This design comes from an exercise in tuning for small area and a short achievable clock period on the open sky130 flow, not from production work. RTL that was checked went through simulation tests only; none was proved equivalent to the original. Only the layout flow was run in run 1; the RTL was not checked for function there.

## flow/design.v (module list and top-level ports; edited modules follow where they fit)
// module Subtractor: 1175 lines
module Subtractor(
    input clk,
    input rst,               
    input in_valid,
    input [1:0] sel,         
    input [15:0] a,
    input [15:0] b,
    output out_valid,
    output [3:0] LED,
    output [26:0] binary_out,
    output [55:0] seg
);
  // ...
==> flow/flow/run.sh <==
#!/bin/bash
# Layout flow: the standard ORFS flow (standard.sh) with three changes:
#  - synthesis skips the generic ABC pass inside Yosys's synth (SYNTH_ARGS=-noabc), so
#    extract_fa sees the adder cells' XOR/majority logic as written;
#  - the technology-mapping ABC script (flow/abc_area.script) maps for a delay target
#    and then sizes cells for it, instead of sizing every path for minimum delay;
#  - port buffers use the small buffer given in flow/port_buffer.txt.
set -euo pipefail
W=$(pwd)
mkdir -p "$W/scripts_x"
for f in "$FLOW_HOME"/scripts/*; do ln -sfn "$f" "$W/scripts_x/"; done
rm -f "$W/scripts_x/abc_area.script"
cp "$W/flow/abc_area.script" "$W/scripts_x/abc_area.script"
PB=$(cat "$W/flow/port_buffer.txt")
bash standard.sh SCRIPTS_DIR="$W/scripts_x" SYNTH_ARGS=-noabc "BUFFER_PORTS_ARGS=-buffer_cell $PB" finish > "$W/make_finish.log" 2>&1
==> flow/flow/abc_area.script <==
strash
dch -f
map -D 5000
topo
stime -c
buffer -c
upsize -c -D 5000
dnsize -c -D 5000
==> flow/flow/port_buffer.txt <==
sky130_fd_sc_hd__buf_2
==> flow/standard.sh <==
#!/bin/bash
# synth_recipe.tcl (not shown) runs the flow's synth.tcl, then flattens the netlist and writes it again
# the make line also repeats each setting of config.mk as NAME=value (left out here)
make -C /OpenROAD-flow-scripts/flow DESIGN_CONFIG=/design/flow/config.mk WORK_HOME=/design/flow/orfs CLKGATE_MAP_FILE= SYNTH_SCRIPT=/design/flow/synth_recipe.tcl "${@:-finish}"
==> flow/config.mk <==
export PLATFORM = sky130hd
export DESIGN_NAME = Subtractor
export DESIGN_NICKNAME = Subtractor
export VERILOG_FILES = /design/flow/design.v
export SDC_FILE = /design/flow/constraint.sdc
export NUM_CORES = 4
export LEC_CHECK = 0
export ABC_AREA = 1
export CAP_MARGIN = 20
export CORE_MARGIN = 2
export CORE_UTILIZATION = 60
export CTS_CLUSTER_DIAMETER = 100
export CTS_CLUSTER_SIZE = 30
export SLEW_MARGIN = 20
==> flow/constraint.sdc <==
create_clock -name core_clock -period 33.0 [get_ports {clk}]
set_input_delay 6.6000 -clock core_clock [delete_from_list [all_inputs] [get_ports {clk}]]
set_output_delay 6.6000 -clock core_clock [all_outputs]
set_load 0.01 [all_outputs]
==> flow_summary.ini, run 1 <==
[sta]
clock_skew_ps = 16.3
final-setup-viol-count = 0
rsz0062_at_grt = false

[min_path]
hp-class = flip-flop to flip-flop
holdPathStages = 0

[logic_synthesis]
synth_area_mm2 = 0.0170
ys_seq_elements = 200
synth_xor_area_share_pct = 5.86
synth_edf_count = 0
yosys_warnings = 1
synth_nets = 2385
ys.flop_type = dfxtp_1
synth_common_cells = 335 x nor2_1, 271 x nand2_1, 270 x inv_1

[die]
die_h_um = 172
die_x_um = 172
start_util_pct = 61.1

[clock_network]
ctsResizeCount = 0
htreeDepth = 4
numCtsBuffers = 17
path_clk_slew_ps = 80
post_cts_buffers = 0

[finish]
final_nets = 2484
n_fill_cell = 2442
largest_reg_flops = 56
multi_input_area_share_pct = 63.3
syn_to_final_growth_pct = 8.85

[setup_path]
endpoint = binary_out[13]
r2r-end = R1[25]
critPathArrivalTime_ps = 890
worstReg2RegStart = S0[0]
startpoint_type = flip-flop

[drt]
routed-via-count = 14500
route.met2.wl_um = 19000

[run_status]
outcome = complete, no violations

[grt]
grt_use_met1_pct = 30.8
==> module Subtractor, before the edit <==
module Subtractor(
    input clk,
    input rst,               
    input in_valid,
    input [1:0] sel,         
    input [15:0] a,
    input [15:0] b,
    output out_valid,
    output [3:0] LED,
    output [26:0] binary_out,
    output [55:0] seg
);
function [3:0] add3(input [3:0] x);
    reg ge5;
    begin
        ge5 = x[3] | (x[2] & (x[1] | x[0]));
        add3[3] = ge5;
        add3[2] = (x[3] & x[0]) | (x[2] & ~x[1] & ~x[0]);
        add3[1] = (x[3] & ~x[0]) | (x[1] & (~x[2] | x[0]));
        add3[0] = x[0] ^ ge5;
    end
endfunction
function [6:0] seg7(input [3:0] d, input blank);
    reg [6:0] s;
    begin
        case (d)
            4'd0: s = ~7'b0111111;
            4'd1: s = ~7'b0000110;
            4'd2: s = ~7'b1011011;
            4'd3: s = ~7'b1001111;
            4'd4: s = ~7'b1100110;
            4'd5: s = ~7'b1101101;
            4'd6: s = ~7'b1111101;
            4'd7: s = ~7'b0000111;
            4'd8: s = ~7'b1111111;
            default: s = ~7'b1101111;
        endcase
        seg7 = blank ? 7'b1111111 : s;
    end
endfunction
reg [15:0] A, B;
reg [1:0] S0;
reg v0;
always @(posedge clk) begin
    v0 <= in_valid & ~rst;
    S0 <= sel; A <= a; B <= b;
end
wire mul = (S0 == 2'd2);
wire shr = (S0 == 2'd3);
wire cin = (S0 == 2'd1);
wire [15:0] Bm = mul ? B : 16'd1;
wire [15:0] X = shr ? {1'b0, A[15:1]} : A;
wire [15:0] Yp = (B ^ {16{S0[0]}}) & {16{~S0[1]}};
wire y0 = Yp[0];
wire pp0_0 = X[0] & Bm[0];
wire pp0_1 = X[1] & Bm[0];
wire pp0_2 = X[2] & Bm[0];
wire pp0_3 = X[3] & Bm[0];
wire pp0_4 = X[4] & Bm[0];
wire pp0_5 = X[5] & Bm[0];
wire pp0_6 = X[6] & Bm[0];
wire pp0_7 = X[7] & Bm[0];
wire pp0_8 = X[8] & Bm[0];
wire pp0_9 = X[9] & Bm[0];
wire pp0_10 = X[10] & Bm[0];
wire pp0_11 = X[11] & Bm[0];
wire pp0_12 = X[12] & Bm[0];
wire pp0_13 = X[13] & Bm[0];
wire pp0_14 = X[14] & Bm[0];
wire pp0_15 = X[15] & Bm[0];
wire pp1_0 = (A[0] & Bm[1]) | Yp[1];
wire pp1_1 = (A[1] & Bm[1]) | Yp[2];
wire pp1_2 = (A[2] & Bm[1]) | Yp[3];
wire pp1_3 = (A[3] & Bm[1]) | Yp[4];
wire pp1_4 = (A[4] & Bm[1]) | Yp[5];
wire pp1_5 = (A[5] & Bm[1]) | Yp[6];
wire pp1_6 = (A[6] & Bm[1]) | Yp[7];
wire pp1_7 = (A[7] & Bm[1]) | Yp[8];
wire pp1_8 = (A[8] & Bm[1]) | Yp[9];
wire pp1_9 = (A[9] & Bm[1]) | Yp[10];
wire pp1_10 = (A[10] & Bm[1]) | Yp[11];
wire pp1_11 = (A[11] & Bm[1]) | Yp[12];
wire pp1_12 = (A[12] & Bm[1]) | Yp[13];
wire pp1_13 = (A[13] & Bm[1]) | Yp[14];
wire pp1_14 = (A[14] & Bm[1]) | Yp[15];
wire pp1_15 = A[15] & Bm[1];
wire pp2_0 = A[0] & Bm[2];
wire pp2_1 = A[1] & Bm[2];
wire pp2_2 = A[2] & Bm[2];
wire pp2_3 = A[3] & Bm[2];
wire pp2_4 = A[4] & Bm[2];
wire pp2_5 = A[5] & Bm[2];
wire pp2_6 = A[6] & Bm[2];
wire pp2_7 = A[7] & Bm[2];
wire pp2_8 = A[8] & Bm[2];
wire pp2_9 = A[9] & Bm[2];
wire pp2_10 = A[10] & Bm[2];
wire pp2_11 = A[11] & Bm[2];
wire pp2_12 = A[12] & Bm[2];
wire pp2_13 = A[13] & Bm[2];
wire pp2_14 = A[14] & Bm[2];
wire pp2_15 = A[15] & Bm[2];
wire pp3_0 = A[0] & Bm[3];
wire pp3_1 = A[1] & Bm[3];
wire pp3_2 = A[2] & Bm[3];
wire pp3_3 = A[3] & Bm[3];
wire pp3_4 = A[4] & Bm[3];
wire pp3_5 = A[5] & Bm[3];
wire pp3_6 = A[6] & Bm[3];
wire pp3_7 = A[7] & Bm[3];
wire pp3_8 = A[8] & Bm[3];
wire pp3_9 = A[9] & Bm[3];
wire pp3_10 = A[10] & Bm[3];
wire pp3_11 = A[11] & Bm[3];
wire pp3_12 = A[12] & Bm[3];
wire pp3_13 = A[13] & Bm[3];
wire pp3_14 = A[14] & Bm[3];
wire pp3_15 = A[15] & Bm[3];
wire pp4_0 = A[0] & Bm[4];
wire pp4_1 = A[1] & Bm[4];
wire pp4_2 = A[2] & Bm[4];
wire pp4_3 = A[3] & Bm[4];
wire pp4_4 = A[4] & Bm[4];
wire pp4_5 = A[5] & Bm[4];
wire pp4_6 = A[6] & Bm[4];
wire pp4_7 = A[7] & Bm[4];
wire pp4_8 = A[8] & Bm[4];
wire pp4_9 = A[9] & Bm[4];
wire pp4_10 = A[10] & Bm[4];
wire pp4_11 = A[11] & Bm[4];
wire pp4_12 = A[12] & Bm[4];
wire pp4_13 = A[13] & Bm[4];
wire pp4_14 = A[14] & Bm[4];
wire pp4_15 = A[15] & Bm[4];
wire pp5_0 = A[0] & Bm[5];
wire pp5_1 = A[1] & Bm[5];
wire pp5_2 = A[2] & Bm[5];
wire pp5_3 = A[3] & Bm[5];
wire pp5_4 = A[4] & Bm[5];
wire pp5_5 = A[5] & Bm[5];
wire pp5_6 = A[6] & Bm[5];
wire pp5_7 = A[7] & Bm[5];
wire pp5_8 = A[8] & Bm[5];
wire pp5_9 = A[9] & Bm[5];
wire pp5_10 = A[10] & Bm[5];
wire pp5_11 = A[11] & Bm[5];
wire pp5_12 = A[12] & Bm[5];
wire pp5_13 = A[13] & Bm[5];
wire pp5_14 = A[14] & Bm[5];
wire pp5_15 = A[15] & Bm[5];
wire pp6_0 = A[0] & Bm[6];
wire pp6_1 = A[1] & Bm[6];
wire pp6_2 = A[2] & Bm[6];
wire pp6_3 = A[3] & Bm[6];
wire pp6_4 = A[4] & Bm[6];
wire pp6_5 = A[5] & Bm[6];
wire pp6_6 = A[6] & Bm[6];
wire pp6_7 = A[7] & Bm[6];
wire pp6_8 = A[8] & Bm[6];
wire pp6_9 = A[9] & Bm[6];
wire pp6_10 = A[10] & Bm[6];
wire pp6_11 = A[11] & Bm[6];
wire pp6_12 = A[12] & Bm[6];
wire pp6_13 = A[13] & Bm[6];
wire pp6_14 = A[14] & Bm[6];
wire pp6_15 = A[15] & Bm[6];
wire pp7_0 = A[0] & Bm[7];
wire pp7_1 = A[1] & Bm[7];
wire pp7_2 = A[2] & Bm[7];
wire pp7_3 = A[3] & Bm[7];
wire pp7_4 = A[4] & Bm[7];
wire pp7_5 = A[5] & Bm[7];
wire pp7_6 = A[6] & Bm[7];
wire pp7_7 = A[7] & Bm[7];
wire pp7_8 = A[8] & Bm[7];
wire pp7_9 = A[9] & Bm[7];
wire pp7_10 = A[10] & Bm[7];
wire pp7_11 = A[11] & Bm[7];
wire pp7_12 = A[12] & Bm[7];
wire pp7_13 = A[13] & Bm[7];
wire pp7_14 = A[14] & Bm[7];
wire pp7_15 = A[15] & Bm[7];
wire pp8_0 = A[0] & Bm[8];
wire pp8_1 = A[1] & Bm[8];
wire pp8_2 = A[2] & Bm[8];
wire pp8_3 = A[3] & Bm[8];
wire pp8_4 = A[4] & Bm[8];
wire pp8_5 = A[5] & Bm[8];
wire pp8_6 = A[6] & Bm[8];
wire pp8_7 = A[7] & Bm[8];
wire pp8_8 = A[8] & Bm[8];
wire pp8_9 = A[9] & Bm[8];
wire pp8_10 = A[10] & Bm[8];
wire pp8_11 = A[11] & Bm[8];
wire pp8_12 = A[12] & Bm[8];
wire pp8_13 = A[13] & Bm[8];
wire pp8_14 = A[14] & Bm[8];
wire pp8_15 = A[15] & Bm[8];
wire pp9_0 = A[0] & Bm[9];
wire pp9_1 = A[1] & Bm[9];
wire pp9_2 = A[2] & Bm[9];
wire pp9_3 = A[3] & Bm[9];
wire pp9_4 = A[4] & Bm[9];
wire pp9_5 = A[5] & Bm[9];
wire pp9_6 = A[6] & Bm[9];
wire pp9_7 = A[7] & Bm[9];
wire pp9_8 = A[8] & Bm[9];
wire pp9_9 = A[9] & Bm[9];
wire pp9_10 = A[10] & Bm[9];
wire pp9_11 = A[11] & Bm[9];
wire pp9_12 = A[12] & Bm[9];
wire pp9_13 = A[13] & Bm[9];
wire pp9_14 = A[14] & Bm[9];
wire pp9_15 = A[15] & Bm[9];
wire pp10_0 = A[0] & Bm[10];
wire pp10_1 = A[1] & Bm[10];
wire pp10_2 = A[2] & Bm[10];
wire pp10_3 = A[3] & Bm[10];
wire pp10_4 = A[4] & Bm[10];
wire pp10_5 = A[5] & Bm[10];
wire pp10_6 = A[6] & Bm[10];
wire pp10_7 = A[7] & Bm[10];
wire pp10_8 = A[8] & Bm[10];
wire pp10_9 = A[9] & Bm[10];
wire pp10_10 = A[10] & Bm[10];
wire pp10_11 = A[11] & Bm[10];
wire pp10_12 = A[12] & Bm[10];
wire pp10_13 = A[13] & Bm[10];
wire pp10_14 = A[14] & Bm[10];
wire pp10_15 = A[15] & Bm[10];
wire pp11_0 = A[0] & Bm[11];
wire pp11_1 = A[1] & Bm[11];
wire pp11_2 = A[2] & Bm[11];
wire pp11_3 = A[3] & Bm[11];
wire pp11_4 = A[4] & Bm[11];
wire pp11_5 = A[5] & Bm[11];
wire pp11_6 = A[6] & Bm[11];
wire pp11_7 = A[7] & Bm[11];
wire pp11_8 = A[8] & Bm[11];
wire pp11_9 = A[9] & Bm[11];
wire pp11_10 = A[10] & Bm[11];
wire pp11_11 = A[11] & Bm[11];
wire pp11_12 = A[12] & Bm[11];
wire pp11_13 = A[13] & Bm[11];
wire pp11_14 = A[14] & Bm[11];
wire pp11_15 = A[15] & Bm[11];
wire pp12_0 = A[0] & Bm[12];
wire pp12_1 = A[1] & Bm[12];
wire pp12_2 = A[2] & Bm[12];
wire pp12_3 = A[3] & Bm[12];
wire pp12_4 = A[4] & Bm[12];
wire pp12_5 = A[5] & Bm[12];
wire pp12_6 = A[6] & Bm[12];
wire pp12_7 = A[7] & Bm[12];
wire pp12_8 = A[8] & Bm[12];
wire pp12_9 = A[9] & Bm[12];
wire pp12_10 = A[10] & Bm[12];
wire pp12_11 = A[11] & Bm[12];
wire pp12_12 = A[12] & Bm[12];
wire pp12_13 = A[13] & Bm[12];
wire pp12_14 = A[14] & Bm[12];
wire pp13_0 = A[0] & Bm[13];
wire pp13_1 = A[1] & Bm[13];
wire pp13_2 = A[2] & Bm[13];
wire pp13_3 = A[3] & Bm[13];
wire pp13_4 = A[4] & Bm[13];
wire pp13_5 = A[5] & Bm[13];
wire pp13_6 = A[6] & Bm[13];
wire pp13_7 = A[7] & Bm[13];
wire pp13_8 = A[8] & Bm[13];
wire pp13_9 = A[9] & Bm[13];
wire pp13_10 = A[10] & Bm[13];
wire pp13_11 = A[11] & Bm[13];
wire pp13_12 = A[12] & Bm[13];
wire pp13_13 = A[13] & Bm[13];
wire pp14_0 = A[0] & Bm[14];
wire pp14_1 = A[1] & Bm[14];
wire pp14_2 = A[2] & Bm[14];
wire pp14_3 = A[3] & Bm[14];
wire pp14_4 = A[4] & Bm[14];
wire pp14_5 = A[5] & Bm[14];
wire pp14_6 = A[6] & Bm[14];
wire pp14_7 = A[7] & Bm[14];
wire pp14_8 = A[8] & Bm[14];
wire pp14_9 = A[9] & Bm[14];
wire pp14_10 = A[10] & Bm[14];
wire pp14_11 = A[11] & Bm[14];
wire pp14_12 = A[12] & Bm[14];
wire pp15_0 = A[0] & Bm[15];
wire pp15_1 = A[1] & Bm[15];
wire pp15_2 = A[2] & Bm[15];
wire pp15_3 = A[3] & Bm[15];
wire pp15_4 = A[4] & Bm[15];
wire pp15_5 = A[5] & Bm[15];
wire pp15_6 = A[6] & Bm[15];
wire pp15_7 = A[7] & Bm[15];
wire pp15_8 = A[8] & Bm[15];
wire pp15_9 = A[9] & Bm[15];
wire pp15_10 = A[10] & Bm[15];
wire pp15_11 = A[11] & Bm[15];
wire hs13_0;
wire hc13_0;
wire s14_0;
wire c14_0;
wire hs14_1;
wire hc14_1;
wire s15_1;
wire c15_1;
wire s15_2;
wire c15_2;
wire hs15_2;
wire hc15_2;
wire s16_3;
wire c16_3;
wire s16_4;
wire c16_4;
wire hs16_3;
wire hc16_3;
wire s17_5;
wire c17_5;
wire s17_6;
wire c17_6;
wire s18_7;
wire c18_7;
wire hs9_4;
wire hc9_4;
wire s10_8;
wire c10_8;
wire hs10_5;
wire hc10_5;
wire s11_9;
wire c11_9;
wire s11_10;
wire c11_10;
wire hs11_6;
wire hc11_6;
wire s12_11;
wire c12_11;
wire s12_12;
wire c12_12;
wire s12_13;
wire c12_13;
wire hs12_7;
wire hc12_7;
wire s13_14;
wire c13_14;
wire s13_15;
wire c13_15;
wire s13_16;
wire c13_16;
wire s13_17;
wire c13_17;
wire s14_18;
wire c14_18;
wire s14_19;
wire c14_19;
wire s14_20;
wire c14_20;
wire s14_21;
wire c14_21;
wire s15_22;
wire c15_22;
wire s15_23;
wire c15_23;
wire s15_24;
wire c15_24;
wire s15_25;
wire c15_25;
wire s16_26;
wire c16_26;
wire s16_27;
wire c16_27;
wire s16_28;
wire c16_28;
wire s16_29;
wire c16_29;
wire s17_30;
wire c17_30;
wire s17_31;
wire c17_31;
wire s17_32;
wire c17_32;
wire s17_33;
wire c17_33;
wire s18_34;
wire c18_34;
wire s18_35;
wire c18_35;
wire s18_36;
wire c18_36;
wire s18_37;
wire c18_37;
wire s19_38;
wire c19_38;
wire s19_39;
wire c19_39;
wire s19_40;
wire c19_40;
wire s19_41;
wire c19_41;
wire s20_42;
wire c20_42;
wire s20_43;
wire c20_43;
wire s20_44;
wire c20_44;
wire s21_45;
wire c21_45;
wire s21_46;
wire c21_46;
wire s22_47;
wire c22_47;
wire hs6_8;
wire hc6_8;
wire s7_48;
wire c7_48;
wire hs7_9;
wire hc7_9;
wire s8_49;
wire c8_49;
wire s8_50;
wire c8_50;
wire hs8_10;
wire hc8_10;
wire s9_51;
wire c9_51;
wire s9_52;
wire c9_52;
wire s9_53;
wire c9_53;
wire s10_54;
wire c10_54;
wire s10_55;
wire c10_55;
wire s10_56;
wire c10_56;
wire s11_57;
wire c11_57;
wire s11_58;
wire c11_58;
wire s11_59;
wire c11_59;
wire s12_60;
wire c12_60;
wire s12_61;
wire c12_61;
wire s12_62;
wire c12_62;
wire s13_63;
wire c13_63;
wire s13_64;
wire c13_64;
wire s13_65;
wire c13_65;
wire s14_66;
wire c14_66;
wire s14_67;
wire c14_67;
wire s14_68;
wire c14_68;
wire s15_69;
wire c15_69;
wire s15_70;
wire c15_70;
wire s15_71;
wire c15_71;
wire s16_72;
wire c16_72;
wire s16_73;
wire c16_73;
wire s16_74;
wire c16_74;
wire s17_75;
wire c17_75;
wire s17_76;
wire c17_76;
wire s17_77;
wire c17_77;
wire s18_78;
wire c18_78;
wire s18_79;
wire c18_79;
wire s18_80;
wire c18_80;
wire s19_81;
wire c19_81;
wire s19_82;
wire c19_82;
wire s19_83;
wire c19_83;
wire s20_84;
wire c20_84;
wire s20_85;
wire c20_85;
wire s20_86;
wire c20_86;
wire s21_87;
wire c21_87;
wire s21_88;
wire c21_88;
wire s21_89;
wire c21_89;
wire s22_90;
wire c22_90;
wire s22_91;
wire c22_91;
wire s22_92;
wire c22_92;
wire s23_93;
wire c23_93;
wire s23_94;
wire c23_94;
wire s23_95;
wire c23_95;
wire s24_96;
wire c24_96;
wire s24_97;
wire c24_97;
wire s25_98;
wire c25_98;
wire hs4_11;
wire hc4_11;
wire s5_99;
wire c5_99;
wire hs5_12;
wire hc5_12;
wire s6_100;
wire c6_100;
wire s6_101;
wire c6_101;
wire s7_102;
wire c7_102;
wire s7_103;
wire c7_103;
wire s8_104;
wire c8_104;
wire s8_105;
wire c8_105;
wire s9_106;
wire c9_106;
wire s9_107;
wire c9_107;
wire s10_108;
wire c10_108;
wire s10_109;
wire c10_109;
wire s11_110;
wire c11_110;
wire s11_111;
wire c11_111;
wire s12_112;
wire c12_112;
wire s12_113;
wire c12_113;
wire s13_114;
wire c13_114;
wire s13_115;
wire c13_115;
wire s14_116;
wire c14_116;
wire s14_117;
wire c14_117;
wire s15_118;
wire c15_118;
wire s15_119;
wire c15_119;
wire s16_120;
wire c16_120;
wire s16_121;
wire c16_121;
wire s17_122;
wire c17_122;
wire s17_123;
wire c17_123;
wire s18_124;
wire c18_124;
wire s18_125;
wire c18_125;
wire s19_126;
wire c19_126;
wire s19_127;
wire c19_127;
wire s20_128;
wire c20_128;
wire s20_129;
wire c20_129;
wire s21_130;
wire c21_130;
wire s21_131;
wire c21_131;
wire s22_132;
wire c22_132;
wire s22_133;
wire c22_133;
wire s23_134;
wire c23_134;
wire s23_135;
wire c23_135;
wire s24_136;
wire c24_136;
wire s24_137;
wire c24_137;
wire s25_138;
wire c25_138;
wire s25_139;
wire c25_139;
wire x26_306;
wire x26_307;
wire hs3_13;
wire hc3_13;
wire s4_140;
wire c4_140;
wire s5_141;
wire c5_141;
wire s6_142;
wire c6_142;
wire s7_143;
wire c7_143;
wire s8_144;
wire c8_144;
wire s9_145;
wire c9_145;
wire s10_146;
wire c10_146;
wire s11_147;
wire c11_147;
wire s12_148;
wire c12_148;
wire s13_149;
wire c13_149;
wire s14_150;
wire c14_150;
wire s15_151;
wire c15_151;
wire s16_152;
wire c16_152;
wire s17_153;
wire c17_153;
wire s18_154;
wire c18_154;
wire s19_155;
wire c19_155;
wire s20_156;
wire c20_156;
wire s21_157;
wire c21_157;
wire s22_158;
wire c22_158;
wire s23_159;
wire c23_159;
wire s24_160;
wire c24_160;
wire s25_161;
wire c25_161;
wire x26_354;
wire hs0_14;
wire hc0_14;
wire hs1_15;
wire hc1_15;
wire s2_162;
wire c2_162;
wire s3_163;
wire c3_163;
wire s4_164;
wire c4_164;
wire s5_165;
wire c5_165;
wire s6_166;
wire c6_166;
wire s7_167;
wire c7_167;
wire s8_168;
wire c8_168;
wire s9_169;
wire c9_169;
wire s10_170;
wire c10_170;
wire s11_171;
wire c11_171;
wire s12_172;
wire c12_172;
wire s13_173;
wire c13_173;
wire s14_174;
wire c14_174;
wire s15_175;
wire c15_175;
wire s16_176;
wire c16_176;
wire s17_177;
wire c17_177;
wire s18_178;
wire c18_178;
wire s19_179;
wire c19_179;
wire s20_180;
wire c20_180;
wire s21_181;
wire c21_181;
wire s22_182;
wire c22_182;
wire s23_183;
wire c23_183;
wire s24_184;
wire c24_184;
wire s25_185;
wire c25_185;
wire x26_407;
assign hs13_0 = pp10_3 ^ pp11_2;
assign hc13_0 = pp10_3 & pp11_2;
assign s14_0 = pp10_4 ^ pp11_3 ^ pp12_2;
assign c14_0 = (pp10_4 & pp11_3) | (pp10_4 & pp12_2) | (pp11_3 & pp12_2);
assign hs14_1 = pp13_1 ^ pp14_0;
assign hc14_1 = pp13_1 & pp14_0;
assign s15_1 = pp10_5 ^ pp11_4 ^ pp12_3;
assign c15_1 = (pp10_5 & pp11_4) | (pp10_5 & pp12_3) | (pp11_4 & pp12_3);
assign s15_2 = pp13_2 ^ pp14_1 ^ pp15_0;
assign c15_2 = (pp13_2 & pp14_1) | (pp13_2 & pp15_0) | (pp14_1 & pp15_0);
assign hs15_2 = pp2_13 ^ pp3_12;
assign hc15_2 = pp2_13 & pp3_12;
assign s16_3 = pp10_6 ^ pp11_5 ^ pp12_4;
assign c16_3 = (pp10_6 & pp11_5) | (pp10_6 & pp12_4) | (pp11_5 & pp12_4);
assign s16_4 = pp13_3 ^ pp14_2 ^ pp15_1;
assign c16_4 = (pp13_3 & pp14_2) | (pp13_3 & pp15_1) | (pp14_2 & pp15_1);
assign hs16_3 = pp2_14 ^ pp3_13;
assign hc16_3 = pp2_14 & pp3_13;
assign s17_5 = pp10_7 ^ pp11_6 ^ pp12_5;
assign c17_5 = (pp10_7 & pp11_6) | (pp10_7 & pp12_5) | (pp11_6 & pp12_5);
assign s17_6 = pp13_4 ^ pp14_3 ^ pp15_2;
assign c17_6 = (pp13_4 & pp14_3) | (pp13_4 & pp15_2) | (pp14_3 & pp15_2);
assign s18_7 = pp10_8 ^ pp11_7 ^ pp12_6;
assign c18_7 = (pp10_8 & pp11_7) | (pp10_8 & pp12_6) | (pp11_7 & pp12_6);
assign hs9_4 = pp2_7 ^ pp3_6;
assign hc9_4 = pp2_7 & pp3_6;
assign s10_8 = pp10_0 ^ pp2_8 ^ pp3_7;
assign c10_8 = (pp10_0 & pp2_8) | (pp10_0 & pp3_7) | (pp2_8 & pp3_7);
assign hs10_5 = pp4_6 ^ pp5_5;
assign hc10_5 = pp4_6 & pp5_5;
assign s11_9 = pp10_1 ^ pp11_0 ^ pp2_9;
assign c11_9 = (pp10_1 & pp11_0) | (pp10_1 & pp2_9) | (pp11_0 & pp2_9);
assign s11_10 = pp3_8 ^ pp4_7 ^ pp5_6;
assign c11_10 = (pp3_8 & pp4_7) | (pp3_8 & pp5_6) | (pp4_7 & pp5_6);
assign hs11_6 = pp6_5 ^ pp7_4;
assign hc11_6 = pp6_5 & pp7_4;
assign s12_11 = pp10_2 ^ pp11_1 ^ pp12_0;
assign c12_11 = (pp10_2 & pp11_1) | (pp10_2 & pp12_0) | (pp11_1 & pp12_0);
assign s12_12 = pp2_10 ^ pp3_9 ^ pp4_8;
assign c12_12 = (pp2_10 & pp3_9) | (pp2_10 & pp4_8) | (pp3_9 & pp4_8);
assign s12_13 = pp5_7 ^ pp6_6 ^ pp7_5;
assign c12_13 = (pp5_7 & pp6_6) | (pp5_7 & pp7_5) | (pp6_6 & pp7_5);
assign hs12_7 = pp8_4 ^ pp9_3;
assign hc12_7 = pp8_4 & pp9_3;
assign s13_14 = pp12_1 ^ pp13_0 ^ pp2_11;
assign c13_14 = (pp12_1 & pp13_0) | (pp12_1 & pp2_11) | (pp13_0 & pp2_11);
assign s13_15 = pp3_10 ^ pp4_9 ^ pp5_8;
assign c13_15 = (pp3_10 & pp4_9) | (pp3_10 & pp5_8) | (pp4_9 & pp5_8);
assign s13_16 = pp6_7 ^ pp7_6 ^ pp8_5;
assign c13_16 = (pp6_7 & pp7_6) | (pp6_7 & pp8_5) | (pp7_6 & pp8_5);
assign s13_17 = pp9_4 ^ pp0_13 ^ pp1_12;
assign c13_17 = (pp9_4 & pp0_13) | (pp9_4 & pp1_12) | (pp0_13 & pp1_12);
assign s14_18 = pp2_12 ^ pp3_11 ^ pp4_10;
assign c14_18 = (pp2_12 & pp3_11) | (pp2_12 & pp4_10) | (pp3_11 & pp4_10);
assign s14_19 = pp5_9 ^ pp6_8 ^ pp7_7;
assign c14_19 = (pp5_9 & pp6_8) | (pp5_9 & pp7_7) | (pp6_8 & pp7_7);
assign s14_20 = pp8_6 ^ pp9_5 ^ hc13_0;
assign c14_20 = (pp8_6 & pp9_5) | (pp8_6 & hc13_0) | (pp9_5 & hc13_0);
assign s14_21 = pp0_14 ^ pp1_13 ^ hs14_1;
assign c14_21 = (pp0_14 & pp1_13) | (pp0_14 & hs14_1) | (pp1_13 & hs14_1);
assign s15_22 = pp4_11 ^ pp5_10 ^ pp6_9;
assign c15_22 = (pp4_11 & pp5_10) | (pp4_11 & pp6_9) | (pp5_10 & pp6_9);
assign s15_23 = pp7_8 ^ pp8_7 ^ pp9_6;
assign c15_23 = (pp7_8 & pp8_7) | (pp7_8 & pp9_6) | (pp8_7 & pp9_6);
assign s15_24 = hc14_1 ^ pp0_15 ^ pp1_14;
assign c15_24 = (hc14_1 & pp0_15) | (hc14_1 & pp1_14) | (pp0_15 & pp1_14);
assign s15_25 = hs15_2 ^ c14_0 ^ s15_1;
assign c15_25 = (hs15_2 & c14_0) | (hs15_2 & s15_1) | (c14_0 & s15_1);
assign s16_26 = pp4_12 ^ pp5_11 ^ pp6_10;
assign c16_26 = (pp4_12 & pp5_11) | (pp4_12 & pp6_10) | (pp5_11 & pp6_10);
assign s16_27 = pp7_9 ^ pp8_8 ^ pp9_7;
assign c16_27 = (pp7_9 & pp8_8) | (pp7_9 & pp9_7) | (pp8_8 & pp9_7);
assign s16_28 = hc15_2 ^ pp1_15 ^ hs16_3;
assign c16_28 = (hc15_2 & pp1_15) | (hc15_2 & hs16_3) | (pp1_15 & hs16_3);
assign s16_29 = c15_1 ^ c15_2 ^ s16_3;
assign c16_29 = (c15_1 & c15_2) | (c15_1 & s16_3) | (c15_2 & s16_3);
assign s17_30 = pp2_15 ^ pp3_14 ^ pp4_13;
assign c17_30 = (pp2_15 & pp3_14) | (pp2_15 & pp4_13) | (pp3_14 & pp4_13);
assign s17_31 = pp5_12 ^ pp6_11 ^ pp7_10;
assign c17_31 = (pp5_12 & pp6_11) | (pp5_12 & pp7_10) | (pp6_11 & pp7_10);
assign s17_32 = pp8_9 ^ pp9_8 ^ hc16_3;
assign c17_32 = (pp8_9 & pp9_8) | (pp8_9 & hc16_3) | (pp9_8 & hc16_3);
assign s17_33 = c16_3 ^ c16_4 ^ s17_5;
assign c17_33 = (c16_3 & c16_4) | (c16_3 & s17_5) | (c16_4 & s17_5);
assign s18_34 = pp13_5 ^ pp14_4 ^ pp15_3;
assign c18_34 = (pp13_5 & pp14_4) | (pp13_5 & pp15_3) | (pp14_4 & pp15_3);
assign s18_35 = pp3_15 ^ pp4_14 ^ pp5_13;
assign c18_35 = (pp3_15 & pp4_14) | (pp3_15 & pp5_13) | (pp4_14 & pp5_13);
assign s18_36 = pp6_12 ^ pp7_11 ^ pp8_10;
assign c18_36 = (pp6_12 & pp7_11) | (pp6_12 & pp8_10) | (pp7_11 & pp8_10);
assign s18_37 = pp9_9 ^ c17_5 ^ c17_6;
assign c18_37 = (pp9_9 & c17_5) | (pp9_9 & c17_6) | (c17_5 & c17_6);
assign s19_38 = pp10_9 ^ pp11_8 ^ pp12_7;
assign c19_38 = (pp10_9 & pp11_8) | (pp10_9 & pp12_7) | (pp11_8 & pp12_7);
assign s19_39 = pp13_6 ^ pp14_5 ^ pp15_4;
assign c19_39 = (pp13_6 & pp14_5) | (pp13_6 & pp15_4) | (pp14_5 & pp15_4);
assign s19_40 = pp4_15 ^ pp5_14 ^ pp6_13;
assign c19_40 = (pp4_15 & pp5_14) | (pp4_15 & pp6_13) | (pp5_14 & pp6_13);
assign s19_41 = pp7_12 ^ pp8_11 ^ pp9_10;
assign c19_41 = (pp7_12 & pp8_11) | (pp7_12 & pp9_10) | (pp8_11 & pp9_10);
assign s20_42 = pp10_10 ^ pp11_9 ^ pp12_8;
assign c20_42 = (pp10_10 & pp11_9) | (pp10_10 & pp12_8) | (pp11_9 & pp12_8);
assign s20_43 = pp13_7 ^ pp14_6 ^ pp15_5;
assign c20_43 = (pp13_7 & pp14_6) | (pp13_7 & pp15_5) | (pp14_6 & pp15_5);
assign s20_44 = pp5_15 ^ pp6_14 ^ pp7_13;
assign c20_44 = (pp5_15 & pp6_14) | (pp5_15 & pp7_13) | (pp6_14 & pp7_13);
assign s21_45 = pp10_11 ^ pp11_10 ^ pp12_9;
assign c21_45 = (pp10_11 & pp11_10) | (pp10_11 & pp12_9) | (pp11_10 & pp12_9);
assign s21_46 = pp13_8 ^ pp14_7 ^ pp15_6;
assign c21_46 = (pp13_8 & pp14_7) | (pp13_8 & pp15_6) | (pp14_7 & pp15_6);
assign s22_47 = pp10_12 ^ pp11_11 ^ pp12_10;
assign c22_47 = (pp10_12 & pp11_11) | (pp10_12 & pp12_10) | (pp11_11 & pp12_10);
assign hs6_8 = pp2_4 ^ pp3_3;
assign hc6_8 = pp2_4 & pp3_3;
assign s7_48 = pp2_5 ^ pp3_4 ^ pp4_3;
assign c7_48 = (pp2_5 & pp3_4) | (pp2_5 & pp4_3) | (pp3_4 & pp4_3);
assign hs7_9 = pp5_2 ^ pp6_1;
assign hc7_9 = pp5_2 & pp6_1;
assign s8_49 = pp2_6 ^ pp3_5 ^ pp4_4;
assign c8_49 = (pp2_6 & pp3_5) | (pp2_6 & pp4_4) | (pp3_5 & pp4_4);
assign s8_50 = pp5_3 ^ pp6_2 ^ pp7_1;
assign c8_50 = (pp5_3 & pp6_2) | (pp5_3 & pp7_1) | (pp6_2 & pp7_1);
assign hs8_10 = pp8_0 ^ pp0_8;
assign hc8_10 = pp8_0 & pp0_8;
assign s9_51 = pp4_5 ^ pp5_4 ^ pp6_3;
assign c9_51 = (pp4_5 & pp5_4) | (pp4_5 & pp6_3) | (pp5_4 & pp6_3);
assign s9_52 = pp7_2 ^ pp8_1 ^ pp9_0;
assign c9_52 = (pp7_2 & pp8_1) | (pp7_2 & pp9_0) | (pp8_1 & pp9_0);
assign s9_53 = pp0_9 ^ pp1_8 ^ hs9_4;
assign c9_53 = (pp0_9 & pp1_8) | (pp0_9 & hs9_4) | (pp1_8 & hs9_4);
assign s10_54 = pp6_4 ^ pp7_3 ^ pp8_2;
assign c10_54 = (pp6_4 & pp7_3) | (pp6_4 & pp8_2) | (pp7_3 & pp8_2);
assign s10_55 = pp9_1 ^ hc9_4 ^ pp0_10;
assign c10_55 = (pp9_1 & hc9_4) | (pp9_1 & pp0_10) | (hc9_4 & pp0_10);
assign s10_56 = pp1_9 ^ hs10_5 ^ s10_8;
assign c10_56 = (pp1_9 & hs10_5) | (pp1_9 & s10_8) | (hs10_5 & s10_8);
assign s11_57 = pp8_3 ^ pp9_2 ^ hc10_5;
assign c11_57 = (pp8_3 & pp9_2) | (pp8_3 & hc10_5) | (pp9_2 & hc10_5);
assign s11_58 = pp0_11 ^ pp1_10 ^ hs11_6;
assign c11_58 = (pp0_11 & pp1_10) | (pp0_11 & hs11_6) | (pp1_10 & hs11_6);
assign s11_59 = c10_8 ^ s11_10 ^ s11_9;
assign c11_59 = (c10_8 & s11_10) | (c10_8 & s11_9) | (s11_10 & s11_9);
assign s12_60 = hc11_6 ^ pp0_12 ^ pp1_11;
assign c12_60 = (hc11_6 & pp0_12) | (hc11_6 & pp1_11) | (pp0_12 & pp1_11);
assign s12_61 = hs12_7 ^ c11_10 ^ c11_9;
assign c12_61 = (hs12_7 & c11_10) | (hs12_7 & c11_9) | (c11_10 & c11_9);
assign s12_62 = s12_11 ^ s12_12 ^ s12_13;
assign c12_62 = (s12_11 & s12_12) | (s12_11 & s12_13) | (s12_12 & s12_13);
assign s13_63 = hc12_7 ^ hs13_0 ^ c12_11;
assign c13_63 = (hc12_7 & hs13_0) | (hc12_7 & c12_11) | (hs13_0 & c12_11);
assign s13_64 = c12_12 ^ c12_13 ^ s13_14;
assign c13_64 = (c12_12 & c12_13) | (c12_12 & s13_14) | (c12_13 & s13_14);
assign s13_65 = s13_15 ^ s13_16 ^ s13_17;
assign c13_65 = (s13_15 & s13_16) | (s13_15 & s13_17) | (s13_16 & s13_17);
assign s14_66 = c13_14 ^ c13_15 ^ c13_16;
assign c14_66 = (c13_14 & c13_15) | (c13_14 & c13_16) | (c13_15 & c13_16);
assign s14_67 = s14_0 ^ s14_18 ^ s14_19;
assign c14_67 = (s14_0 & s14_18) | (s14_0 & s14_19) | (s14_18 & s14_19);
assign s14_68 = c13_17 ^ s14_20 ^ s14_21;
assign c14_68 = (c13_17 & s14_20) | (c13_17 & s14_21) | (s14_20 & s14_21);
assign s15_69 = c14_18 ^ c14_19 ^ s15_2;
assign c15_69 = (c14_18 & c14_19) | (c14_18 & s15_2) | (c14_19 & s15_2);
assign s15_70 = s15_22 ^ s15_23 ^ c14_20;
assign c15_70 = (s15_22 & s15_23) | (s15_22 & c14_20) | (s15_23 & c14_20);
assign s15_71 = s15_24 ^ c14_21 ^ s15_25;
assign c15_71 = (s15_24 & c14_21) | (s15_24 & s15_25) | (c14_21 & s15_25);
assign s16_72 = c15_22 ^ c15_23 ^ s16_26;
assign c16_72 = (c15_22 & c15_23) | (c15_22 & s16_26) | (c15_23 & s16_26);
assign s16_73 = s16_27 ^ s16_4 ^ c15_24;
assign c16_73 = (s16_27 & s16_4) | (s16_27 & c15_24) | (s16_4 & c15_24);
assign s16_74 = s16_28 ^ c15_25 ^ s16_29;
assign c16_74 = (s16_28 & c15_25) | (s16_28 & s16_29) | (c15_25 & s16_29);
assign s17_75 = c16_26 ^ c16_27 ^ s17_30;
assign c17_75 = (c16_26 & c16_27) | (c16_26 & s17_30) | (c16_27 & s17_30);
assign s17_76 = s17_31 ^ s17_6 ^ s17_32;
assign c17_76 = (s17_31 & s17_6) | (s17_31 & s17_32) | (s17_6 & s17_32);
assign s17_77 = c16_28 ^ c16_29 ^ s17_33;
assign c17_77 = (c16_28 & c16_29) | (c16_28 & s17_33) | (c16_29 & s17_33);
assign s18_78 = c17_30 ^ c17_31 ^ s18_34;
assign c18_78 = (c17_30 & c17_31) | (c17_30 & s18_34) | (c17_31 & s18_34);
assign s18_79 = s18_35 ^ s18_36 ^ s18_7;
assign c18_79 = (s18_35 & s18_36) | (s18_35 & s18_7) | (s18_36 & s18_7);
assign s18_80 = c17_32 ^ c17_33 ^ s18_37;
assign c18_80 = (c17_32 & c17_33) | (c17_32 & s18_37) | (c17_33 & s18_37);
assign s19_81 = c18_34 ^ c18_35 ^ c18_36;
assign c19_81 = (c18_34 & c18_35) | (c18_34 & c18_36) | (c18_35 & c18_36);
assign s19_82 = c18_7 ^ s19_38 ^ s19_39;
assign c19_82 = (c18_7 & s19_38) | (c18_7 & s19_39) | (s19_38 & s19_39);
assign s19_83 = s19_40 ^ s19_41 ^ c18_37;
assign c19_83 = (s19_40 & s19_41) | (s19_40 & c18_37) | (s19_41 & c18_37);
assign s20_84 = pp8_12 ^ pp9_11 ^ c19_38;
assign c20_84 = (pp8_12 & pp9_11) | (pp8_12 & c19_38) | (pp9_11 & c19_38);
assign s20_85 = c19_39 ^ c19_40 ^ c19_41;
assign c20_85 = (c19_39 & c19_40) | (c19_39 & c19_41) | (c19_40 & c19_41);
assign s20_86 = s20_42 ^ s20_43 ^ s20_44;
assign c20_86 = (s20_42 & s20_43) | (s20_42 & s20_44) | (s20_43 & s20_44);
assign s21_87 = pp6_15 ^ pp7_14 ^ pp8_13;
assign c21_87 = (pp6_15 & pp7_14) | (pp6_15 & pp8_13) | (pp7_14 & pp8_13);
assign s21_88 = pp9_12 ^ c20_42 ^ c20_43;
assign c21_88 = (pp9_12 & c20_42) | (pp9_12 & c20_43) | (c20_42 & c20_43);
assign s21_89 = c20_44 ^ s21_45 ^ s21_46;
assign c21_89 = (c20_44 & s21_45) | (c20_44 & s21_46) | (s21_45 & s21_46);
assign s22_90 = pp13_9 ^ pp14_8 ^ pp15_7;
assign c22_90 = (pp13_9 & pp14_8) | (pp13_9 & pp15_7) | (pp14_8 & pp15_7);
assign s22_91 = pp7_15 ^ pp8_14 ^ pp9_13;
assign c22_91 = (pp7_15 & pp8_14) | (pp7_15 & pp9_13) | (pp8_14 & pp9_13);
assign s22_92 = c21_45 ^ c21_46 ^ s22_47;
assign c22_92 = (c21_45 & c21_46) | (c21_45 & s22_47) | (c21_46 & s22_47);
assign s23_93 = pp10_13 ^ pp11_12 ^ pp12_11;
assign c23_93 = (pp10_13 & pp11_12) | (pp10_13 & pp12_11) | (pp11_12 & pp12_11);
assign s23_94 = pp13_10 ^ pp14_9 ^ pp15_8;
assign c23_94 = (pp13_10 & pp14_9) | (pp13_10 & pp15_8) | (pp14_9 & pp15_8);
assign s23_95 = pp8_15 ^ pp9_14 ^ c22_47;
assign c23_95 = (pp8_15 & pp9_14) | (pp8_15 & c22_47) | (pp9_14 & c22_47);
assign s24_96 = pp10_14 ^ pp11_13 ^ pp12_12;
assign c24_96 = (pp10_14 & pp11_13) | (pp10_14 & pp12_12) | (pp11_13 & pp12_12);
assign s24_97 = pp13_11 ^ pp14_10 ^ pp15_9;
assign c24_97 = (pp13_11 & pp14_10) | (pp13_11 & pp15_9) | (pp14_10 & pp15_9);
assign s25_98 = pp10_15 ^ pp11_14 ^ pp12_13;
assign c25_98 = (pp10_15 & pp11_14) | (pp10_15 & pp12_13) | (pp11_14 & pp12_13);
assign hs4_11 = pp2_2 ^ pp3_1;
assign hc4_11 = pp2_2 & pp3_1;
assign s5_99 = pp2_3 ^ pp3_2 ^ pp4_1;
assign c5_99 = (pp2_3 & pp3_2) | (pp2_3 & pp4_1) | (pp3_2 & pp4_1);
assign hs5_12 = pp5_0 ^ pp0_5;
assign hc5_12 = pp5_0 & pp0_5;
assign s6_100 = pp4_2 ^ pp5_1 ^ pp6_0;
assign c6_100 = (pp4_2 & pp5_1) | (pp4_2 & pp6_0) | (pp5_1 & pp6_0);
assign s6_101 = pp0_6 ^ pp1_5 ^ hs6_8;
assign c6_101 = (pp0_6 & pp1_5) | (pp0_6 & hs6_8) | (pp1_5 & hs6_8);
assign s7_102 = pp7_0 ^ hc6_8 ^ pp0_7;
assign c7_102 = (pp7_0 & hc6_8) | (pp7_0 & pp0_7) | (hc6_8 & pp0_7);
assign s7_103 = pp1_6 ^ hs7_9 ^ s7_48;
assign c7_103 = (pp1_6 & hs7_9) | (pp1_6 & s7_48) | (hs7_9 & s7_48);
assign s8_104 = hc7_9 ^ pp1_7 ^ c7_48;
assign c8_104 = (hc7_9 & pp1_7) | (hc7_9 & c7_48) | (pp1_7 & c7_48);
assign s8_105 = s8_49 ^ s8_50 ^ hs8_10;
assign c8_105 = (s8_49 & s8_50) | (s8_49 & hs8_10) | (s8_50 & hs8_10);
assign s9_106 = c8_49 ^ c8_50 ^ hc8_10;
assign c9_106 = (c8_49 & c8_50) | (c8_49 & hc8_10) | (c8_50 & hc8_10);
assign s9_107 = s9_51 ^ s9_52 ^ s9_53;
assign c9_107 = (s9_51 & s9_52) | (s9_51 & s9_53) | (s9_52 & s9_53);
assign s10_108 = c9_51 ^ c9_52 ^ s10_54;
assign c10_108 = (c9_51 & c9_52) | (c9_51 & s10_54) | (c9_52 & s10_54);
assign s10_109 = s10_55 ^ c9_53 ^ s10_56;
assign c10_109 = (s10_55 & c9_53) | (s10_55 & s10_56) | (c9_53 & s10_56);
assign s11_110 = c10_54 ^ c10_55 ^ s11_57;
assign c11_110 = (c10_54 & c10_55) | (c10_54 & s11_57) | (c10_55 & s11_57);
assign s11_111 = s11_58 ^ c10_56 ^ s11_59;
assign c11_111 = (s11_58 & c10_56) | (s11_58 & s11_59) | (c10_56 & s11_59);
assign s12_112 = c11_57 ^ s12_60 ^ c11_58;
assign c12_112 = (c11_57 & s12_60) | (c11_57 & c11_58) | (s12_60 & c11_58);
assign s12_113 = c11_59 ^ s12_61 ^ s12_62;
assign c12_113 = (c11_59 & s12_61) | (c11_59 & s12_62) | (s12_61 & s12_62);
assign s13_114 = c12_60 ^ c12_61 ^ c12_62;
assign c13_114 = (c12_60 & c12_61) | (c12_60 & c12_62) | (c12_61 & c12_62);
assign s13_115 = s13_63 ^ s13_64 ^ s13_65;
assign c13_115 = (s13_63 & s13_64) | (s13_63 & s13_65) | (s13_64 & s13_65);
assign s14_116 = c13_63 ^ c13_64 ^ s14_66;
assign c14_116 = (c13_63 & c13_64) | (c13_63 & s14_66) | (c13_64 & s14_66);
assign s14_117 = s14_67 ^ c13_65 ^ s14_68;
assign c14_117 = (s14_67 & c13_65) | (s14_67 & s14_68) | (c13_65 & s14_68);
assign s15_118 = c14_66 ^ c14_67 ^ s15_69;
assign c15_118 = (c14_66 & c14_67) | (c14_66 & s15_69) | (c14_67 & s15_69);
assign s15_119 = s15_70 ^ c14_68 ^ s15_71;
assign c15_119 = (s15_70 & c14_68) | (s15_70 & s15_71) | (c14_68 & s15_71);
assign s16_120 = c15_69 ^ s16_72 ^ c15_70;
assign c16_120 = (c15_69 & s16_72) | (c15_69 & c15_70) | (s16_72 & c15_70);
assign s16_121 = s16_73 ^ c15_71 ^ s16_74;
assign c16_121 = (s16_73 & c15_71) | (s16_73 & s16_74) | (c15_71 & s16_74);
assign s17_122 = c16_72 ^ s17_75 ^ c16_73;
assign c17_122 = (c16_72 & s17_75) | (c16_72 & c16_73) | (s17_75 & c16_73);
assign s17_123 = s17_76 ^ c16_74 ^ s17_77;
assign c17_123 = (s17_76 & c16_74) | (s17_76 & s17_77) | (c16_74 & s17_77);
assign s18_124 = c17_75 ^ s18_78 ^ s18_79;
assign c18_124 = (c17_75 & s18_78) | (c17_75 & s18_79) | (s18_78 & s18_79);
assign s18_125 = c17_76 ^ s18_80 ^ c17_77;
assign c18_125 = (c17_76 & s18_80) | (c17_76 & c17_77) | (s18_80 & c17_77);
assign s19_126 = c18_78 ^ c18_79 ^ s19_81;
assign c19_126 = (c18_78 & c18_79) | (c18_78 & s19_81) | (c18_79 & s19_81);
assign s19_127 = s19_82 ^ c18_80 ^ s19_83;
assign c19_127 = (s19_82 & c18_80) | (s19_82 & s19_83) | (c18_80 & s19_83);
assign s20_128 = c19_81 ^ c19_82 ^ s20_84;
assign c20_128 = (c19_81 & c19_82) | (c19_81 & s20_84) | (c19_82 & s20_84);
assign s20_129 = s20_85 ^ s20_86 ^ c19_83;
assign c20_129 = (s20_85 & s20_86) | (s20_85 & c19_83) | (s20_86 & c19_83);
assign s21_130 = s21_87 ^ c20_84 ^ c20_85;
assign c21_130 = (s21_87 & c20_84) | (s21_87 & c20_85) | (c20_84 & c20_85);
assign s21_131 = c20_86 ^ s21_88 ^ s21_89;
assign c21_131 = (c20_86 & s21_88) | (c20_86 & s21_89) | (s21_88 & s21_89);
assign s22_132 = c21_87 ^ s22_90 ^ s22_91;
assign c22_132 = (c21_87 & s22_90) | (c21_87 & s22_91) | (s22_90 & s22_91);
assign s22_133 = c21_88 ^ c21_89 ^ s22_92;
assign c22_133 = (c21_88 & c21_89) | (c21_88 & s22_92) | (c21_89 & s22_92);
assign s23_134 = c22_90 ^ c22_91 ^ s23_93;
assign c23_134 = (c22_90 & c22_91) | (c22_90 & s23_93) | (c22_91 & s23_93);
assign s23_135 = s23_94 ^ c22_92 ^ s23_95;
assign c23_135 = (s23_94 & c22_92) | (s23_94 & s23_95) | (c22_92 & s23_95);
assign s24_136 = pp9_15 ^ c23_93 ^ c23_94;
assign c24_136 = (pp9_15 & c23_93) | (pp9_15 & c23_94) | (c23_93 & c23_94);
assign s24_137 = s24_96 ^ s24_97 ^ c23_95;
assign c24_137 = (s24_96 & s24_97) | (s24_96 & c23_95) | (s24_97 & c23_95);
assign s25_138 = pp13_12 ^ pp14_11 ^ pp15_10;
assign c25_138 = (pp13_12 & pp14_11) | (pp13_12 & pp15_10) | (pp14_11 & pp15_10);
assign s25_139 = c24_96 ^ c24_97 ^ s25_98;
assign c25_139 = (c24_96 & c24_97) | (c24_96 & s25_98) | (c24_97 & s25_98);
assign x26_306 = pp11_15 ^ pp12_14 ^ pp13_13;
assign x26_307 = pp14_12 ^ pp15_11 ^ c25_98;
assign hs3_13 = pp2_1 ^ pp3_0;
assign hc3_13 = pp2_1 & pp3_0;
assign s4_140 = pp4_0 ^ pp0_4 ^ pp1_3;
assign c4_140 = (pp4_0 & pp0_4) | (pp4_0 & pp1_3) | (pp0_4 & pp1_3);
assign s5_141 = hc4_11 ^ pp1_4 ^ s5_99;
assign c5_141 = (hc4_11 & pp1_4) | (hc4_11 & s5_99) | (pp1_4 & s5_99);
assign s6_142 = c5_99 ^ hc5_12 ^ s6_100;
assign c6_142 = (c5_99 & hc5_12) | (c5_99 & s6_100) | (hc5_12 & s6_100);
assign s7_143 = c6_100 ^ s7_102 ^ c6_101;
assign c7_143 = (c6_100 & s7_102) | (c6_100 & c6_101) | (s7_102 & c6_101);
assign s8_144 = c7_102 ^ c7_103 ^ s8_104;
assign c8_144 = (c7_102 & c7_103) | (c7_102 & s8_104) | (c7_103 & s8_104);
assign s9_145 = c8_104 ^ s9_106 ^ c8_105;
assign c9_145 = (c8_104 & s9_106) | (c8_104 & c8_105) | (s9_106 & c8_105);
assign s10_146 = c9_106 ^ s10_108 ^ c9_107;
assign c10_146 = (c9_106 & s10_108) | (c9_106 & c9_107) | (s10_108 & c9_107);
assign s11_147 = c10_108 ^ s11_110 ^ c10_109;
assign c11_147 = (c10_108 & s11_110) | (c10_108 & c10_109) | (s11_110 & c10_109);
assign s12_148 = c11_110 ^ s12_112 ^ c11_111;
assign c12_148 = (c11_110 & s12_112) | (c11_110 & c11_111) | (s12_112 & c11_111);
assign s13_149 = c12_112 ^ s13_114 ^ c12_113;
assign c13_149 = (c12_112 & s13_114) | (c12_112 & c12_113) | (s13_114 & c12_113);
assign s14_150 = c13_114 ^ s14_116 ^ c13_115;
assign c14_150 = (c13_114 & s14_116) | (c13_114 & c13_115) | (s14_116 & c13_115);
assign s15_151 = c14_116 ^ s15_118 ^ c14_117;
assign c15_151 = (c14_116 & s15_118) | (c14_116 & c14_117) | (s15_118 & c14_117);
assign s16_152 = c15_118 ^ s16_120 ^ c15_119;
assign c16_152 = (c15_118 & s16_120) | (c15_118 & c15_119) | (s16_120 & c15_119);
assign s17_153 = c16_120 ^ s17_122 ^ c16_121;
assign c17_153 = (c16_120 & s17_122) | (c16_120 & c16_121) | (s17_122 & c16_121);
assign s18_154 = s18_124 ^ c17_122 ^ c17_123;
assign c18_154 = (s18_124 & c17_122) | (s18_124 & c17_123) | (c17_122 & c17_123);
assign s19_155 = s19_126 ^ c18_124 ^ c18_125;
assign c19_155 = (s19_126 & c18_124) | (s19_126 & c18_125) | (c18_124 & c18_125);
assign s20_156 = c19_126 ^ s20_128 ^ s20_129;
assign c20_156 = (c19_126 & s20_128) | (c19_126 & s20_129) | (s20_128 & s20_129);
assign s21_157 = c20_128 ^ s21_130 ^ s21_131;
assign c21_157 = (c20_128 & s21_130) | (c20_128 & s21_131) | (s21_130 & s21_131);
assign s22_158 = s22_132 ^ c21_130 ^ c21_131;
assign c22_158 = (s22_132 & c21_130) | (s22_132 & c21_131) | (c21_130 & c21_131);
assign s23_159 = c22_132 ^ s23_134 ^ s23_135;
assign c23_159 = (c22_132 & s23_134) | (c22_132 & s23_135) | (s23_134 & s23_135);
assign s24_160 = c23_134 ^ s24_136 ^ c23_135;
assign c24_160 = (c23_134 & s24_136) | (c23_134 & c23_135) | (s24_136 & c23_135);
assign s25_161 = s25_138 ^ c24_136 ^ s25_139;
assign c25_161 = (s25_138 & c24_136) | (s25_138 & s25_139) | (c24_136 & s25_139);
assign x26_354 = c25_138 ^ x26_306 ^ c25_139;
assign hs0_14 = cin ^ y0;
assign hc0_14 = cin & y0;
assign hs1_15 = pp0_1 ^ pp1_0;
assign hc1_15 = pp0_1 & pp1_0;
assign s2_162 = pp2_0 ^ pp0_2 ^ pp1_1;
assign c2_162 = (pp2_0 & pp0_2) | (pp2_0 & pp1_1) | (pp0_2 & pp1_1);
assign s3_163 = pp0_3 ^ pp1_2 ^ hs3_13;
assign c3_163 = (pp0_3 & pp1_2) | (pp0_3 & hs3_13) | (pp1_2 & hs3_13);
assign s4_164 = hc3_13 ^ hs4_11 ^ s4_140;
assign c4_164 = (hc3_13 & hs4_11) | (hc3_13 & s4_140) | (hs4_11 & s4_140);
assign s5_165 = hs5_12 ^ c4_140 ^ s5_141;
assign c5_165 = (hs5_12 & c4_140) | (hs5_12 & s5_141) | (c4_140 & s5_141);
assign s6_166 = s6_101 ^ c5_141 ^ s6_142;
assign c6_166 = (s6_101 & c5_141) | (s6_101 & s6_142) | (c5_141 & s6_142);
assign s7_167 = c6_142 ^ s7_103 ^ s7_143;
assign c7_167 = (c6_142 & s7_103) | (c6_142 & s7_143) | (s7_103 & s7_143);
assign s8_168 = s8_105 ^ c7_143 ^ s8_144;
assign c8_168 = (s8_105 & c7_143) | (s8_105 & s8_144) | (c7_143 & s8_144);
assign s9_169 = s9_107 ^ c8_144 ^ s9_145;
assign c9_169 = (s9_107 & c8_144) | (s9_107 & s9_145) | (c8_144 & s9_145);
assign s10_170 = c9_145 ^ s10_109 ^ s10_146;
assign c10_170 = (c9_145 & s10_109) | (c9_145 & s10_146) | (s10_109 & s10_146);
assign s11_171 = s11_111 ^ c10_146 ^ s11_147;
assign c11_171 = (s11_111 & c10_146) | (s11_111 & s11_147) | (c10_146 & s11_147);
assign s12_172 = s12_113 ^ c11_147 ^ s12_148;
assign c12_172 = (s12_113 & c11_147) | (s12_113 & s12_148) | (c11_147 & s12_148);
assign s13_173 = s13_115 ^ c12_148 ^ s13_149;
assign c13_173 = (s13_115 & c12_148) | (s13_115 & s13_149) | (c12_148 & s13_149);
assign s14_174 = s14_117 ^ c13_149 ^ s14_150;
assign c14_174 = (s14_117 & c13_149) | (s14_117 & s14_150) | (c13_149 & s14_150);
assign s15_175 = s15_119 ^ c14_150 ^ s15_151;
assign c15_175 = (s15_119 & c14_150) | (s15_119 & s15_151) | (c14_150 & s15_151);
assign s16_176 = s16_121 ^ c15_151 ^ s16_152;
assign c16_176 = (s16_121 & c15_151) | (s16_121 & s16_152) | (c15_151 & s16_152);
assign s17_177 = s17_123 ^ c16_152 ^ s17_153;
assign c17_177 = (s17_123 & c16_152) | (s17_123 & s17_153) | (c16_152 & s17_153);
assign s18_178 = s18_125 ^ c17_153 ^ s18_154;
assign c18_178 = (s18_125 & c17_153) | (s18_125 & s18_154) | (c17_153 & s18_154);
assign s19_179 = s19_127 ^ c18_154 ^ s19_155;
assign c19_179 = (s19_127 & c18_154) | (s19_127 & s19_155) | (c18_154 & s19_155);
assign s20_180 = c19_127 ^ c19_155 ^ s20_156;
assign c20_180 = (c19_127 & c19_155) | (c19_127 & s20_156) | (c19_155 & s20_156);
assign s21_181 = c20_129 ^ s21_157 ^ c20_156;
assign c21_181 = (c20_129 & s21_157) | (c20_129 & c20_156) | (s21_157 & c20_156);
assign s22_182 = s22_133 ^ c21_157 ^ s22_158;
assign c22_182 = (s22_133 & c21_157) | (s22_133 & s22_158) | (c21_157 & s22_158);
assign s23_183 = c22_133 ^ c22_158 ^ s23_159;
assign c23_183 = (c22_133 & c22_158) | (c22_133 & s23_159) | (c22_158 & s23_159);
assign s24_184 = s24_137 ^ s24_160 ^ c23_159;
assign c24_184 = (s24_137 & s24_160) | (s24_137 & c23_159) | (s24_160 & c23_159);
assign s25_185 = c24_137 ^ s25_161 ^ c24_160;
assign c25_185 = (c24_137 & s25_161) | (c24_137 & c24_160) | (s25_161 & c24_160);
assign x26_407 = x26_307 ^ x26_354 ^ c25_161;
wire [26:0] ta = {x26_407, s25_185, s24_184, s23_183, s22_182, s21_181, s20_180, s19_179, s18_178, s17_177, s16_176, s15_175, s14_174, s13_173, s12_172, s11_171, s10_170, s9_169, s8_168, s7_167, s6_166, s5_165, s4_164, s3_163, s2_162, hs1_15, pp0_0};
wire [26:0] tb = {c25_185, c24_184, c23_183, c22_182, c21_181, c20_180, c19_179, c18_178, c17_177, c16_176, c15_175, c14_174, c13_173, c12_172, c11_171, c10_170, c9_169, c8_168, c7_167, c6_166, c5_165, c4_164, c3_163, c2_162, hc1_15, hc0_14, hs0_14};
wire [26:0] tsum = ta + tb;
reg [26:0] R1;
reg [1:0] S1;
reg v1;
always @(posedge clk) begin
    v1 <= v0 & ~rst;
    R1 <= {tsum[26:16] & {11{mul}}, tsum[15:0]};    
    S1 <= S0;
end
wire [26:0] Rm = R1;
reg [31:0] dd;
integer i, k;
always @(*) begin
    dd = 32'd0;
    for (i = 26; i >= 12; i = i - 1) begin
        for (k = 0; k < 8; k = k + 1) dd[4*k +: 4] = add3(dd[4*k +: 4]);
        dd = {dd[30:0], Rm[i]};
    end
end
reg [26:0] R2;
reg [17:0] D2;                    
reg [1:0] S2;
reg v2;
always @(posedge clk) begin
    v2 <= v1 & ~rst;
    R2 <= Rm; S2 <= S1; D2 <= dd[17:0];
end
reg [31:0] de;
reg blank;
reg [55:0] sg;
always @(*) begin
    de = {14'd0, D2};
    for (i = 11; i >= 0; i = i - 1) begin
        for (k = 0; k < 8; k = k + 1) de[4*k +: 4] = add3(de[4*k +: 4]);
        de = {de[30:0], R2[i]};
    end
    blank = 1'b1;
    for (k = 7; k >= 0; k = k - 1) begin
        blank = blank & (de[4*k +: 4] == 4'd0);
        sg[7*k +: 7] = seg7(de[4*k +: 4], blank);
    end
end
reg [55:0] seg_r;
reg [3:0] led_r;
reg [26:0] bin_r;
reg v3;
always @(posedge clk) begin
    v3 <= v2 & ~rst;
    seg_r <= sg;
    bin_r <= R2;
    led_r <= {S2 == 2'd3, S2 == 2'd2, S2 == 2'd1, S2 == 2'd0};
end
assign out_valid = v3;
assign LED = led_r;
assign binary_out = bin_r;
assign seg = seg_r;
endmodule
==> run 2, diff against run 1 <==
--- a/flow/design.v
+++ b/flow/design.v
@@ -1131,25 +1131,25 @@
 integer i, k;
 always @(*) begin
     dd = 32'd0;
-    for (i = 26; i >= 12; i = i - 1) begin
+    for (i = 26; i >= 11; i = i - 1) begin
         for (k = 0; k < 8; k = k + 1) dd[4*k +: 4] = add3(dd[4*k +: 4]);
         dd = {dd[30:0], Rm[i]};
     end
 end
 reg [26:0] R2;
-reg [17:0] D2;                    
+reg [18:0] D2;                    
 reg [1:0] S2;
 reg v2;
 always @(posedge clk) begin
     v2 <= v1 & ~rst;
-    R2 <= Rm; S2 <= S1; D2 <= dd[17:0];
+    R2 <= Rm; S2 <= S1; D2 <= dd[18:0];
 end
 reg [31:0] de;
 reg blank;
 reg [55:0] sg;
 always @(*) begin
-    de = {14'd0, D2};
-    for (i = 11; i >= 0; i = i - 1) begin
+    de = {13'd0, D2};
+    for (i = 10; i >= 0; i = i - 1) begin
         for (k = 0; k < 8; k = k + 1) de[4*k +: 4] = add3(de[4*k +: 4]);
         de = {de[30:0], R2[i]};
     end
==> flow/run.sh (new file) <==
#!/bin/bash
# synth_recipe.tcl (not shown) runs the flow's synth.tcl, then flattens the netlist and writes it again
# the make line also repeats each setting of config.mk as NAME=value (left out here)
make -C /OpenROAD-flow-scripts/flow DESIGN_CONFIG=/design/flow/config.mk WORK_HOME=/design/flow/orfs CLKGATE_MAP_FILE= SYNTH_SCRIPT=/design/flow/synth_recipe.tcl finish
removed: flow/flow/run.sh
removed: flow/flow/abc_area.script
removed: flow/flow/port_buffer.txt
removed: flow/standard.sh
==> flow_summary.ini, run 2 <==
[finish]
layout-drive-gt1-share_pct = 7.33
top_register = seg_r
final_cell_mix = 668 x nand2_1, 442 x inv_1, 223 x nor2_1, 201 x dfxtp_1, 187 x fa_1
largest_reg_flops = 56
fin_cells = 3123
final_common_cell = nand2_1
final_nets = 3021
syn_to_final_growth_pct = 11.0
largestRegisters = seg_r: 56 flops, R1: 27 flops, bin_r: 27 flops
design_area_mm2 = 0.0206
insertedDiodeCount = 0
n_fill_cell = 2646

[die]
ios = 125
dieArea_mm2 = 0.0324
coreArea_mm2 = 0.0305
die_h_um = 180
die_x_um = 180
fp-row-count = 64
start_util_pct = 60.9

[setup_path]
startpoint = S0[1]
required_ps = 33400
crit_fanout = 20
cp_common_cell = nand2_1
critPathArrivalTime_ps = 8590
startpoint_type = flip-flop
cpPeakStageDelay_ps = 760
critPathKind = flip-flop to flip-flop
slowest_stage = dfxtp_1
worstReg2RegStart = S0[1]
crit_buf_inv = 9
setup.worst_path.end_class = flip-flop
path_delay_family = compound AO/OA/AOI/OAI gates

[drt]
wl_per_cell_um = 13.9
routed-via-count = 16500
postRouteAntennaNets = 0
wirelength_um = 43500
drtIter0Drc = 699
via_per_inst = 5.29
route.detailed.drc = 0
dr.pass1.iters = 5

[logic_synthesis]
synth_area_mm2 = 0.0186
ys_seq_elements = 201
postSynthAreaPerCell_um2 = 7.10
yosys.area.top_type = dfxtp_1
ys_seq_area_share_pct = 21.7
synth_nets = 2916
synth_common_cells = 668 x nand2_1, 442 x inv_1, 223 x nor2_1
synth.area.top_cells = dfxtp_1 22%, fa_1 20%, nand2_1 14%
synth_top_area_share_pct = 21.7
ys_async_sr_fraction_pct = 0
ys_types = 50
yosys_warnings = 1
synth_edf_count = 0
ys.flop_type = dfxtp_1
syn_inst = 2617
synth_most_common_cell = nand2_1

[grt]
grt_first_pass_wirelength_um = 72800
antenna_found_initial = 0
grt_max_degree = 32
grt_pass1_vias = 16100
grt_usage_pct = 27.0
gr-total-overflow = 0

[placement]
placed_area_mm2 = 0.0202
io_buffers = 124
hpwlAfterDp_um = 35000
dp_cells = 3104
gp_congestion = 0.967

[sta]
tightest_slew_ps = 917
slew_headroom_pct = 38.7
final.min_clock_period_ps = 8190
fin_crit_sh_pct = 24.8
rsz0062_at_grt = false
hold_viol = 0
final_max_slew_viol_count = 0
clock_skew_ps = 36.8
final-setup-viol-count = 0
fin_setup_tns_ps = 0
fmax_mhz = 122

[clock_network]
cts-hold-fix-buffers = 0
clock_latency_ps = 500
clock-root-buffer = clkbuf_16
numCtsBuffers = 12
post_cts_buffers = 0
cts.path.max_buffers = 3
cts.sinks = 201
path_clk_slew_ps = 110
ctsResizeCount = 0
cts_tree = yes
htreeDepth = 1

[min_path]
hp-class = flip-flop to flip-flop
holdCritStartpoint = R2[26]

[run_status]
outcome = complete, no violations

[run]
cap_viol_max_count = 0
-- run 2: cell count changes in the layout (fill, tap and decap cells not counted), moves of 59 or more --
cell	previous run	this run
nand2_1	271	668
inv_1	270	442
buf_2	124	0
clkdlybuf4s50_1	0	124
nor2_1	335	223
nand3_1	46	157
xor2_1	79	20
-- run 2: final cells by class --
class | instances | area, um2 | share of cell area (%)
multi-input combinational | 1889 | 12600 | 61.0
sequential | 201 | 4020 | 19.5
inverter | 493 | 1850 | 8.99
timing repair buffer | 125 | 1250 | 6.06
tap | 396 | 495 | 2.40
clock buffer | 14 | 339 | 1.65
clock inverter | 5 | 81.3 | 0.395
-- run 2: layer usage --
layer	global-route usage [%]	routed length (um)	part of all wire, %	vias to the layer above
li1	-	-	-	8367
met3	3.28	2300	5.3	92
met2	50.6	22100	51	431
met5	0	0	0	-
met1	32.1	17700	41	7627
met4	8.59	1430	3.3	0
-- run 2: cells by family (layout without fill, tap and decap cells) --
family | Yosys count | after routing | synth area share [%]
AND/OR/NAND/NOR | 1201 | 1201 | 28.1
buffers and inverters | 527 | 637 | 10.7
AO/OA/AOI/OAI | 381 | 381 | 12.2
adder cells (fa/ha/maj) | 262 | 262 | 25.2
flip-flops | 201 | 201 | 21.7
XOR/XNOR | 45 | 45 | 2.16
-- run 2: per-stage QoR --
step	worst slack [ps]	hold slack, ps	utilization (%)
2_1_floorplan	26070	310	-
3_3_place_gp	25390	310	66.2
3_5_place_dp	25020	314	66.2
4_1_cts	24910	311	67.5
5_1_grt	24170	308	67.5
6_report	24810	301	67.5
-- run 2: final timing paths --
check | to | slack, ps | depth (start not counted)
setup / recovery | R1[25] | 24810 | 41
hold / removal | bin_r[26] | 300 | 0
setup reg to reg | R1[25] | 24810 | 41
hold reg to reg | bin_r[26] | 300 | 0

-- what the ideal ports hide --
No port has a modelled driver above. Below, the same layouts with a new extraction and two added sets of constraints.
Step 1 assumes that a clkbuf_16 drives the clock port and a buf_2 every other input.
Step 2 adds t to the input delays and takes it off the output delays; t is the mean of the earliest and latest rising clock arrival at the registers after step 1. Input paths then give back, and output paths get back, about the clock's delay inside the block.
Three values: ideal, step 1, step 2; two values: the first two.
| run | shift t [ns] | setup WS [ns] | hold slack, ns | clock arrival spread, ns |
|---|---|---|---|---|
| run 1 | 0.495 | 25.511 / 25.460 / 25.533 | 0.328 / 0.328 / 0.328 | 0.016 / 0.017 |
| run 2 | 0.538 | 24.812 / 24.812 / 24.812 | 0.301 / 0.301 / 0.301 | 0.038 / 0.038 |
After both steps every run listed still meets setup and hold.
